Source: an optimization exercise on an open RTL-to-GDS flow (aim: small area). Production flows keep margins and buffers that such runs may drop.
Function was checked by simulation only, so behaviour that the tests miss may differ from the original.
Power figures rest on the tool's default switching activity, not on a simulated workload.

==> trial 81: inputs <==
Design Display_Top, start of the top module:
module Display_Top (
    input  logic       iClk,
    input  logic       iRst,
    input  logic [9:0] iX_Pixel,
    input  logic [9:0] iY_Pixel,
    input  logic       iDE,
    input  logic [3:0] iCam_R,
    input  logic [3:0] iCam_G,
    input  logic [3:0] iCam_B,
    input  logic       iIs_Cam_Region,
    input  logic [11:0] iBg_RGB,
    input  logic [5:0] iP1_Pos,
    input  logic [5:0] iP2_Pos,
    input  logic [3:0] iMin10,
    input  logic [3:0] iMin1,
    input  logic [3:0] iSec10,
    input  logic [3:0] iSec1,
    input  logic [2:0] iGame_State,
    input  logic       iWait_P1,
    input  logic       iWait_P2,
    input  logic [1:0] score_p1,
    input  logic [1:0] score_p2,
    output logic [3:0] oFinal_R,
    output logic [3:0] oFinal_G,
    output logic [3:0] oFinal_B
);
    logic is_text, is_main;
    Text_Display U_TEXT (
        .x       (iX_Pixel),
        .y       (iY_Pixel),
        .min10   (iMin10),
        .min1    (iMin1),
        .sec10   (iSec10),
        .sec1    (iSec1),
        .state   (iGame_State),
        .wait_p1 (iWait_P1),
        .wait_p2 (iWait_P2),
        .score_p1(score_p1),
        .score_p2(score_p2),
        .is_text (is_text),
        .is_main (is_main)
    );
    logic is_p1, is_p2;
    Game_Piece_Display U_PIECE (
        .iClk   (iClk),
        .iRst   (iRst),
        .iX     (iX_Pixel),
        .iY     (iY_Pixel),
        .iP1_Pos(iP1_Pos),
        .iP2_Pos(iP2_Pos),
        .oIs_P1 (is_p1),
        .oIs_P2 (is_p2)
    );
    always_comb begin
        if (!iDE)                 {oFinal_R, oFinal_G, oFinal_B} = 12'h000;
        else if (is_text)         {oFinal_R, oFinal_G, oFinal_B} = is_main ? 12'hfff : 12'h000;
        else if (is_p1)           {oFinal_R, oFinal_G, oFinal_B} = 12'hf00;
  ...
Settings: LEC_CHECK=0, CAP_MARGIN=20, CORE_MARGIN=2, CORE_UTILIZATION=60, PLACE_DENSITY=0.75, SLEW_MARGIN=20, SYNTH_MEMORY_MAX_BITS=16384; clock period 15.0 ns.
run.sh (not shown) runs the stock make flow with config.mk's settings and CLKGATE_MAP_FILE= SYNTH_SCRIPT=/design/flow/synth_recipe.tcl, a recipe that flattens the netlist after the stock synthesis.
==> build 45 (differences from trial 81) <==
==> flow/flow/run.sh (new file) <==
#!/bin/bash
# Own layout flow: the standard layout (standard.sh) with an area-oriented ABC script
# in synthesis. Each step's full output goes to a log file in this folder.
set -euo pipefail
W=$(pwd)
sed "s#@ABC_SCRIPT@#$W/flow/abc_area.script#" flow/abc_proc.tcl > own_synth.tcl
cat synth_recipe.tcl >> own_synth.tcl
bash standard.sh SYNTH_SCRIPT="$W/own_synth.tcl" finish > layout.log 2>&1
==> flow/flow/abc_area.script (new file) <==
strash
&get -n
&deepsyn -J 20
&put
dch -f
map -a
topo
==> flow/flow/abc_proc.tcl (new file) <==
# Own flow: the standard synthesis (synth_recipe.tcl, appended below) with ORFS's
# delay-oriented ABC mapping replaced by an area-oriented one. Only the combinational
# logic between the registers is re-mapped; the registers are those of the standard synthesis.
proc abc {args} {
  set kept {}
  set skip 0
  foreach a $args {
    if {$skip} { set skip 0; continue }
    if {$a in {-script -constr -D}} { set skip 1; continue }
    lappend kept $a
  }
  yosys abc -script @ABC_SCRIPT@ {*}$kept
}
==> flow/standard.sh (new file) <==
#!/bin/bash
# synth_recipe.tcl (not shown) runs the flow's synth.tcl, then flattens the netlist and writes it again
# the make line also repeats each setting of config.mk as NAME=value (left out here)
make -C /OpenROAD-flow-scripts/flow DESIGN_CONFIG=/design/flow/config.mk WORK_HOME=/design/flow/orfs CLKGATE_MAP_FILE= SYNTH_SCRIPT=/design/flow/synth_recipe.tcl "${@:-finish}"
removed: flow/run.sh
==> trial 73 (differences from trial 81) <==
--- a/flow/design.v
+++ b/flow/design.v
@@ -541,13 +541,18 @@
                     if (is_special_move(curr_pos, iTarget_Pos)) curr_pos <= iTarget_Pos;
                     else if (!at_target)                        curr_pos <= step6(curr_pos, pos_lt);
                     state <= SLIDING;
                 end
                 SLIDING: if (iTick) begin
-                    if (!x_eq) curr_x <= step10(curr_x, x_lt);
-                    if (!y_eq) curr_y <= step10(curr_y, y_lt);
-                    if (x_near && y_near) state <= at_target ? IDLE : CALC_NEXT;
+                    if (x_near && y_near) begin
+                        curr_x <= dest_x;
+                        curr_y <= dest_y;
+                        state  <= at_target ? IDLE : CALC_NEXT;
+                    end else begin
+                        if (!x_eq) curr_x <= step10(curr_x, x_lt);
+                        if (!y_eq) curr_y <= step10(curr_y, y_lt);
+                    end
                 end
                 default: ;
             endcase
         end
     end
CORE_UTILIZATION = 40   (was 60)
PLACE_DENSITY = 0.6   (was 0.75)
==> qor summary <==
metric                                                                                trial 73              trial 81                      build 45
Worst Hold Path EP                                                        U_PIECE.speed_cnt[0]  U_PIECE.speed_cnt[0]  U_PIECE.U_P1_MOTION.state[1]
Power drawn by the sequential cells                                                 0.000175 W            0.000172 W                    0.000194 W
Number of unique standard cell types used by synthesis                                     108                   106                            52
Number of nets produced by synthesis                                                      2302                  2138                          2053
Number of standard-cell rows in the floorplan                                               69                    55                            50
Wirelength per Cell                                                                    21.4 um               21.8 um                       19.8 um
Routed length on met3                                                                  4920 um               4830 um                       5320 um
Avg Inst Size Synth                                                                  6.90 um^2             7.10 um^2                     6.25 um^2
Hold wc startpoint                                                        U_PIECE.speed_cnt[0]  U_PIECE.speed_cnt[0]  U_PIECE.U_P1_MOTION.state[0]
Internal power consumption                                                          0.000478 W            0.000489 W                    0.000606 W
Number of violations reported at the end of detailed-routing iteration 0                  2194                  2110                          2151
Global-route wire length before repair                                                85000 um              76100 um                      69800 um
Final clock skew                                                                    0.00750 ns             0.0115 ns                    0.00665 ns
Design Area, Final                                                                  15700 um^2            14900 um^2                    13100 um^2
Width of the die                                                                        193 um                155 um                        142 um
Status                                                                          finished clean        finished clean                finished clean
Synth top area share                                                                     11.7%                 12.4%                         14.7%
Global Route met3 Usage                                                                  4.60%                 6.19%                         9.69%
Data arrival, critical path                                                            9.95 ns              10.19 ns                      10.72 ns
Final design utilization                                                                 44.3%                 66.2%                         70.3%
Tap cell count                                                                             461                   285                           234
Register-to-register setup slack                                                       6.91 ns               7.53 ns                       6.84 ns
Static Leakage                                                                         5.49 nW               5.59 nW                       4.76 nW
Most used cell, CP                                                                        fa_1                  fa_1                      clkinv_1
Fraction of area in multi-input gates                                                    76.6%                 76.5%                         68.5%
Via density                                                                               6.60                  7.07                          6.68

==> separate check: timing with driven ports <==
The flow's constraints put no driver on any port. The routed layouts listed below were extracted and timed again, unchanged, in two steps.
Step 1: set_driving_cell puts a clkbuf_16 on iClk and a buf_2 on each other input, an assumption about the parent block.
Step 2 also shifts input and output timing later by t, the mid clock arrival at the registers, as if the neighbouring blocks saw the same clock.
a / b / c = ideal / step 1 / step 2; a / b = the first two.
run | t (ns) | slack for setup (ns) | worst setup path after step 2 | clock arrival spread, ns
trial 81 | 0.385 | 1.812 / 1.776 / 1.776 | input to output | 0.012 / 0.011
build 45 | 0.386 | 1.276 / 1.254 / 1.254 | input to output | 0.008 / 0.007
trial 73 | 0.376 | 2.054 / 2.030 / 2.030 | input to output | 0.007 / 0.007
After both steps setup and hold are still met in every run listed. For trial 81, which loses most, drivers alone change the setup slack by -0.036 ns; drivers and shift together by -0.036 ns.
